Background: an optimization exercise with open tools, aiming at small area. Do not read the settings as production practice.
Only simulation tests tie the RTL to the original design; equivalence was not proved.
Power is estimated from default activity; no workload was simulated.

<file path="config.mk">
export PLATFORM = sky130hd
export DESIGN_NAME = pipeline
export DESIGN_NICKNAME = pipeline
export VERILOG_FILES = /design/flow/design.v
export SDC_FILE = /design/flow/constraint.sdc
export NUM_CORES = 4
export LEC_CHECK = 0
export CAP_MARGIN = 20
export CORE_MARGIN = 2
export CORE_UTILIZATION = 40
export PLACE_DENSITY = 0.6
export SLEW_MARGIN = 20
</file>
<file path="constraint.sdc">
create_clock -name core_clock -period 12.0 [get_ports {clk}]
set_input_delay 2.4000 -clock core_clock [delete_from_list [all_inputs] [get_ports {clk}]]
set_output_delay 2.4000 -clock core_clock [all_outputs]
set_load 0.01 [all_outputs]
</file>
<file path="design.v">
module pipeline(
    input           clk,
    input           reset,
    input           stall,
    output[15:0]    iaddr,
    input[15:0]     idata,
    output[15:0]    daddr,
    output[15:0]    ddata_out,
    input[15:0]     ddata_in,
    output          dwrite_en,
    output          dread_en);
    localparam LINK_REGISTER = 3'd7;
    localparam IT_ARITH = 3'b000;
    localparam IT_LOAD = 3'b001;
    localparam IT_STORE = 3'b010;
    localparam IT_ADDI = 3'b011;
    localparam IT_LUI = 3'b100;
    localparam IT_CONDBR = 3'b101;
    localparam IT_UNCONDBR = 3'b110;
    localparam IT_BRANCHREG = 3'b111;
    localparam OP_AND = 3'b000;
    localparam OP_OR = 3'b001;
    localparam OP_SHL = 3'b010;
    localparam OP_SHR = 3'b011;
    localparam OP_ADD = 3'b100;
    localparam OP_SUB = 3'b101;
    localparam OP_XOR = 3'b110;
    localparam OP_NOT = 3'b111;
    localparam CC_Z = 2'd0;
    localparam CC_N = 2'd1;
    localparam CC_C = 2'd2;
    localparam CC_O = 2'd3;
    reg[15:0] pc;
    reg[127:0] registers;    
    reg[3:0] condition_codes;
    reg[15:0] if_id_pc;
    wire[15:0] if_id_instruction;
    reg[15:0] id_ex_instruction;    
    reg[15:0] id_ex_rega;
    reg[15:0] id_ex_regb;
    reg id_ex_has_writeback;
    reg[15:0] id_ex_immediate;
    reg[15:0] id_ex_pc;
    reg[15:0] ex_wb_instruction;
    reg ex_wb_has_writeback;
    reg[15:0] ex_alu_result;
    reg[15:0] ex_wb_result;
    wire[16:0] ex_add_sub_result;    
    wire ex_ignore;
    wire[3:0] ex_instruction_type;
    wire[3:0] ex_arith_op;
    reg[15:0] ex_wb_pc;
    reg[15:0] ex_regb_bypassed;
    reg[15:0] ex_operand1;
    reg[15:0] ex_operand2;
    wire ex_carry_in;
    reg ex_carry_out;
    wire use_cc;
    wire ex_do_subtract;
    wire ex_is_branch;
    wire ex_overflow;
    reg ex_branch_flag;
    reg ex_if_branch_en;
    wire[15:0] ex_if_branch_target;
    wire[2:0] wb_writeback_reg;
    reg[15:0] wb_writeback_value;
    wire wb_is_call;
    wire[2:0] wb_instruction_type;
    wire wb_link;
    reg[15:0] id_immediate;
    reg[2:0] wb_ex_bypass_reg;
    reg[15:0] wb_ex_bypass_value;
    reg wb_ex_has_bypass;
    wire wb_save_link;
    reg[15:0] pc_nxt;
    always @*
    begin
        if (ex_if_branch_en)
            pc_nxt = ex_if_branch_target;
        else if (stall)
            pc_nxt = pc;
        else 
            pc_nxt = pc + 16'd1;
    end
    assign iaddr = pc_nxt;
    assign if_id_instruction = idata;    
    always @(posedge clk, posedge reset)
    begin
        if (reset)
        begin
            if_id_pc <= 0;
            pc <= 16'hffff;
        end
        else if (!stall)
        begin
            pc <= pc_nxt;
            if_id_pc <= iaddr + 16'd1;
        end
    end
    always @*
    begin
        case (if_id_instruction[15:13])
            IT_LOAD,
            IT_ADDI: id_immediate = { {9{if_id_instruction[12]}}, 
                if_id_instruction[12:6] };
            IT_STORE: id_immediate = { {9{if_id_instruction[12]}}, 
                if_id_instruction[12:9], if_id_instruction[2:0] };
            IT_LUI: id_immediate = { if_id_instruction[12:3], 6'd0 };
            IT_CONDBR: id_immediate = { {6{if_id_instruction[9]}}, 
                if_id_instruction[9:0] };
            IT_UNCONDBR: id_immediate = { {4{if_id_instruction[11]}}, 
                if_id_instruction[11:0] };
            default: id_immediate = 0;
        endcase 
    end
    always @(posedge clk, posedge reset)
    begin
        if (reset)
        begin
            id_ex_instruction <= 0;
            id_ex_rega <= 0;
            id_ex_regb <= 0;
            id_ex_has_writeback <= 0;
            id_ex_immediate <= 0;
            id_ex_pc <= 0;
        end
        else if (!stall)
        begin
            id_ex_instruction <= if_id_instruction;
            id_ex_rega <= registers[if_id_instruction[5:3] * 16 +: 16];
            id_ex_regb <= registers[if_id_instruction[8:6] * 16 +: 16];
            id_ex_pc <= if_id_pc;
            id_ex_immediate <= id_immediate;
            case (if_id_instruction[15:13])
                IT_ARITH,
                IT_LOAD,
                IT_ADDI,
                IT_LUI: id_ex_has_writeback <= 1;
                default: id_ex_has_writeback <= 0;
            endcase
        end
    end 
    assign ex_instruction_type = id_ex_instruction[15:13];
    assign ex_arith_op = id_ex_instruction[11:9];
    assign ex_is_branch = ex_instruction_type == IT_CONDBR
        || ex_instruction_type == IT_UNCONDBR
        || ex_instruction_type == IT_BRANCHREG;
    always @*
    begin
        if (ex_is_branch)
            ex_operand1 = id_ex_pc;
        else if (ex_wb_has_writeback && ex_wb_instruction[2:0] == id_ex_instruction[5:3])
            ex_operand1 = ex_wb_result; 
        else if (wb_ex_has_bypass && wb_ex_bypass_reg == id_ex_instruction[5:3])
            ex_operand1 = wb_ex_bypass_value;
        else
            ex_operand1 = id_ex_rega;
    end
    always @*
    begin
        if (ex_wb_has_writeback && ex_wb_instruction[2:0] == id_ex_instruction[8:6])
            ex_regb_bypassed = ex_wb_result; 
        else if (wb_ex_has_bypass && wb_ex_bypass_reg == id_ex_instruction[8:6])
            ex_regb_bypassed = wb_ex_bypass_value;
        else
            ex_regb_bypassed = id_ex_regb;
    end
    always @*
    begin
        if (ex_instruction_type == IT_ARITH)
            ex_operand2 = ex_regb_bypassed;
        else 
            ex_operand2 = id_ex_immediate;
    end
    assign use_cc = ex_arith_op[3];
    assign ex_do_subtract = ex_instruction_type == IT_ARITH && ex_arith_op == OP_SUB;
    assign ex_carry_in = (ex_do_subtract ^ (condition_codes[CC_C] && use_cc));
    assign { ex_add_sub_result, ex_ignore } = { 1'b0, ex_operand1, ex_carry_in } 
        + { ex_do_subtract, {16{ex_do_subtract}} ^ ex_operand2, ex_carry_in };
    assign ex_overflow = ex_operand2[15] == ex_add_sub_result[15] 
        && ex_operand1[15] != ex_operand2[15];
    always @*
    begin
        ex_carry_out = 0;
        if (ex_instruction_type == IT_LUI)
            ex_alu_result = id_ex_immediate;
        else if (ex_instruction_type == IT_ARITH)
        begin
            case (ex_arith_op[2:0])
                OP_AND: ex_alu_result = ex_operand1 & ex_operand2;
                OP_OR: ex_alu_result = ex_operand1 | ex_operand2; 
                OP_XOR: ex_alu_result = ex_operand1 ^ ex_operand2;
                OP_ADD,
                OP_SUB: { ex_carry_out, ex_alu_result } = ex_add_sub_result;
                OP_SHL: { ex_carry_out, ex_alu_result } = { ex_operand1, condition_codes[CC_C] && use_cc };
                OP_SHR: { ex_alu_result, ex_carry_out } = { use_cc && condition_codes[CC_C], ex_operand1 };
                OP_NOT: ex_alu_result = ~ex_operand1;
            endcase
        end
        else
            ex_alu_result = ex_add_sub_result[15:0];
    end
    always @*
    begin
        case (id_ex_instruction[11:10])
            CC_Z: ex_branch_flag = condition_codes[CC_Z];
            CC_N: ex_branch_flag = condition_codes[CC_N];
            CC_C: ex_branch_flag = condition_codes[CC_C];
            CC_O: ex_branch_flag = condition_codes[CC_O];
        endcase
    end
    assign ex_if_branch_target = ex_instruction_type == IT_BRANCHREG
        ? ex_regb_bypassed
        : ex_alu_result; 
    always @*
    begin
        if (ex_instruction_type == IT_UNCONDBR || ex_instruction_type == IT_BRANCHREG)
            ex_if_branch_en = 1;
        else if (ex_instruction_type == IT_CONDBR)
            ex_if_branch_en = ex_branch_flag ^ id_ex_instruction[12];
        else
            ex_if_branch_en = 0;
    end
    assign daddr = ex_alu_result;
    assign dwrite_en = ex_instruction_type == IT_STORE;
    assign dread_en = ex_instruction_type == IT_LOAD;
    assign ddata_out = ex_regb_bypassed;
    always @(posedge clk, posedge reset)
    begin
        if (reset)
        begin
            ex_wb_instruction <= 0;
            ex_wb_has_writeback <= 0;
            ex_wb_result <= 0;
            ex_wb_pc <= 0;
            condition_codes <= 0;
        end
        else if (!stall)
        begin
            ex_wb_instruction <= id_ex_instruction;
            ex_wb_has_writeback <= id_ex_has_writeback;
            ex_wb_result <= ex_alu_result;
            ex_wb_pc <= id_ex_pc;
            if (ex_instruction_type == IT_ARITH || ex_instruction_type == IT_ADDI)
            begin
                condition_codes <= { ex_overflow, ex_carry_out, ex_alu_result[15], 
                    ex_alu_result == 0 };  
            end
        end
    end     
    assign wb_save_link = (wb_instruction_type == IT_UNCONDBR 
        || wb_instruction_type == IT_BRANCHREG) && ex_wb_instruction[12];
    assign wb_writeback_reg = wb_save_link ? LINK_REGISTER : ex_wb_instruction[2:0];
    assign wb_instruction_type = ex_wb_instruction[15:13];
    always @*
    begin
        if (wb_save_link)
            wb_writeback_value = ex_wb_pc;
        else if (wb_instruction_type == IT_LOAD)
            wb_writeback_value = ddata_in;
        else
            wb_writeback_value = ex_wb_result;
    end
    always @(posedge clk, posedge reset)
    begin
        if (reset)
        begin
            wb_ex_bypass_reg <= 0;
            wb_ex_bypass_value <= 0;
            wb_ex_has_bypass <= 0;
            registers <= 0;
        end
        else if (!stall)
        begin
            wb_ex_has_bypass <= ex_wb_has_writeback;
            if (ex_wb_has_writeback)
            begin
                registers[wb_writeback_reg * 16 +: 16] <= wb_writeback_value;
                wb_ex_bypass_reg <= wb_writeback_reg;
                wb_ex_bypass_value <= wb_writeback_value;
            end
        end
    end
endmodule
</file>
<file path="run.sh">
#!/bin/bash
# synth_recipe.tcl (not shown) runs the flow's synth.tcl, then flattens the netlist and writes it again
# the make line also repeats each setting of config.mk as NAME=value (left out here)
make -C /OpenROAD-flow-scripts/flow DESIGN_CONFIG=/design/flow/config.mk WORK_HOME=/design/flow/orfs CLKGATE_MAP_FILE= SYNTH_SCRIPT=/design/flow/synth_recipe.tcl finish
</file>
==> impl_metrics.tcl <==
set metrics [dict create \
    outcome "complete, no violations" \
    crit_end "iaddr[12]" \
    setup_tns_ps 0 \
    grt_max_degree 113 \
    cts_made_buffers 37 \
    worstSetupPathType "reg2out" \
    avgRoutedWirePerCell_um 26.2 \
    switching_share_pct 42.6 \
    placed_area_um2 20800 \
    antenna_found_initial 0 \
    synth_mux_area_share_pct 15.9 \
    startpoint "wb_ex_has_bypass" \
    cts_tree "built" \
    power.leakage_uw 0.00943 \
    clk_pin_slew_ps 60 \
    synth_nets 2149 \
    yosysSeqAreaShare_pct 39.3 \
    wl_um 71300 \
    avgSynthCellArea_um2 9.45 \
    ant_nets 0 \
    cts.sinks 305 \
    die_area_um2 50400 \
    drc 0 \
    viasPerCell 6.20 \
    syn_area_um2 19500 \
    final_area_um2 22000 \
    gp_congestion 1.00 \
    post_cts_buffers 0 \
    path_max_fanout 19 \
    synth_xor_area_share_pct 2.42 \
    rr_endpoint "if_id_pc[12]" \
    synth_top_family_by_area "compound AO/OA/AOI/OAI gates" \
    grt_pass1_vias 16000 \
    synth_area_leaders "dfrtp_1 37%, mux4_2 7.5%, o21ai_0 6.7%" \
    fp-row-count 80 \
    clockRootBuffer "clkbuf_16" \
    crit_path_end_kind "primary output" \
    layout_commonest_cell "nand2_1" \
    coreArea_um2 47800 \
    ys_warn_count 1 \
    dr_total_vias 16800 \
    seqPwrFrac_pct 34.0 \
    slew_violations 0 \
    h-tree-depth 2 \
    dr.first_iter.drc_count 1852 \
    die_h_um 225 \
    final_hold_viol_count 0 \
    r2r_start "wb_ex_has_bypass" \
    top_register "registers" \
    r2r_cells 18 \
    p_comb_share_pct 45.1 \
    grt_util_all_layers_pct 28.4 \
    yosys.area.top_type_share_pct 37.2 \
    synthSimpleGateAreaFrac_pct 14.2 \
    worstMarginPinSlew_ps 1190 \
    clk_latency_ps 570 \
    p_int_uw 3040 \
    worst_setup_path_start_kind "register" \
    layout_min_cycle_time_ps 9480 \
    p_per_area_nw_per_um2 240 \
    final_cell_mix "346 x nand2_1, 289 x dfrtp_1, 261 x o21ai_0" \
    max_freq_mhz 105 \
    setup_viol 0 \
    fp.dieW_um 225 \
    slew_headroom_pct 20.5 \
    hp-class "reg2reg" \
    rsz0062_at_grt "false" \
    io-pin-count 85 \
    switching_power_uw 2260 \
    initial_core_util_pct 40.7 \
    maxCapViolations 0 \
    drive_gt1_share_pct 14.9 \
    pre_cts_ws_ps 3140 \
    clock_path_buffers 3 \
    cp.required_ps 9600 \
    fin_nets 2169 \
    synth_area_leader_cell "dfrtp_1" \
    grt.overflow.total 0 \
    grt_pass1_wl_um 107000 \
    drtPass1Iterations 5 \
    port_buffers 84 \
    clock_skew_ps 17.0 \
    synth-edff-count 0 \
    largest_reg_flops 128 \
    ff2ff_setup_slack_ps 5680 \
    synth_compound_area_share_pct 20.5 \
    postSynth.asyncResetShare_pct 100 \
    irDropWorstVdd_mv 0.0873 \
    cts_hold_buffers 0 \
    dpl.hpwl_um 51200 \
    final_cells 2718 \
    fin_ws_ps 2520 \
    ys_types 100 \
    area_growth_pct 13.0 \
    min_period_over_period_pct 79.0 \
    ys_seq_elements 305 \
    synth_top_flop_cell "dfrtp_1" \
    cts_resized 0 \
    syn_inst 2060 \
    clkPwrFrac_pct 20.9 \
    place_inst 2656 \
    cp.arrival_ps 7080 \
    synthAdderAreaFrac_pct 3.47 \
]
-- logic make-up after synthesis --
group           after synthesis
simple gates                615
compound gates              603
flops                       305
mux                         218
buf+inv                     212
fa+ha+maj                    54
xor+xnor                     53
-- worst min path at each step --
stage	startpoint	endpoint	cells past startpoint
after floorplan	condition_codes[0]	condition_codes[0]	2
after global placement	wb_ex_bypass_value[13]	wb_ex_bypass_value[13]	2
after detailed placement	pc[15]	pc[15]	2
after CTS	pc[15]	pc[15]	2
after global routing	pc[15]	pc[15]	2
final	pc[15]	pc[15]	2
-- routing by layer --
layer  share of wire, %  routed length, µm  vias to the layer above  global-route usage [%]
met1                 44              31100                     8346                    40.4
met2                 44              31700                      772                    42.7
met5                  0                  0                        -                       0
met4                5.2               3730                        0                    13.9
met3                6.7               4790                      161                    3.85
li1                   -                  -                     7560                       -
-- final cells by class --
cell class	count	area (µm²)
antenna	1	2.50
clock buffer	48	1020
clock inverter	13	144
fill	4544	25800
inverter	73	282
multi-input combinational	1543	11000
sequential	305	7650
tap	615	769
timing repair buffer	120	1090
-- critical path, stage by stage (launching register included) --
cell and delay [ps]:
dfrtp_1 510, inv_2 110, or4_1 930, a221o_1 590, mux2i_1 190, or2_2 340
ha_1 260, nor2_1 200, o211ai_1 110, mux2_1 340, a211o_1 290, o2bb2ai_2 220
o221ai_1 260, a311oi_2 540, nor2_1 100, a211oi_1 470, a21boi_1 420, clkdlybuf4s50_1 620
-- through the flow --
stage	hold slack, ps	total power, µW	utilization (%)
6_report	481	5290	46.0
5_1_grt	496	5570	46.0
4_1_cts	479	5260	46.0
3_5_place_dp	469	4140	43.5
3_3_place_gp	464	4100	43.5
2_1_floorplan	443	3160	-
-- cell usage after synthesis (19+ instances only) --
master	count
a21oi_1	65
a22o_1	51
and3_1	19
clkbuf_1	121
dfrtp_1	289
ha_1	54
inv_1	65
mux2_2	82
mux2i_1	70
mux4_2	65
nand2_1	346
nand3_1	27
nand4_1	19
nor2_1	100
nor3_1	20
o21a_1	24
o21ai_0	261
xnor2_1	37
-- power by group through the flow --
stage / logic (µW) / clock network [µW] / registers [µW]
final: 2390 / 1110 / 1800
after global routing: 2570 / 1160 / 1840
after CTS: 2350 / 1120 / 1790
after detailed placement: 2340 / 0 / 1800
after global placement: 2320 / 0 / 1780
after floorplan: 1540 / 0 / 1630

## separate check: timing with driven ports
How much do the figures lean on ideal ports? The routed layout below was timed once more, with nothing changed but the port constraints. Step 1, drivers: a clkbuf_16 drives clk and a buf_2 each remaining input, both assumed. Step 2 moves the port delays by t, midway between the first and last clock arrival at a register: inputs arrive t later, outputs are due t later. That takes back most of the time a late clock gives input paths. a / b / c = ideal ports / drivers / drivers and shift; a / b = the first two.
t (ns): 0.622
setup slack, ns: 2.515 / 2.457 / 3.079
worst setup path at the end: register to output
clock arrival spread, ns: 0.018 / 0.018
After both steps setup and hold are still met in this run. For this run, drivers alone change the setup slack by -0.058 ns; drivers and shift together by +0.564 ns.
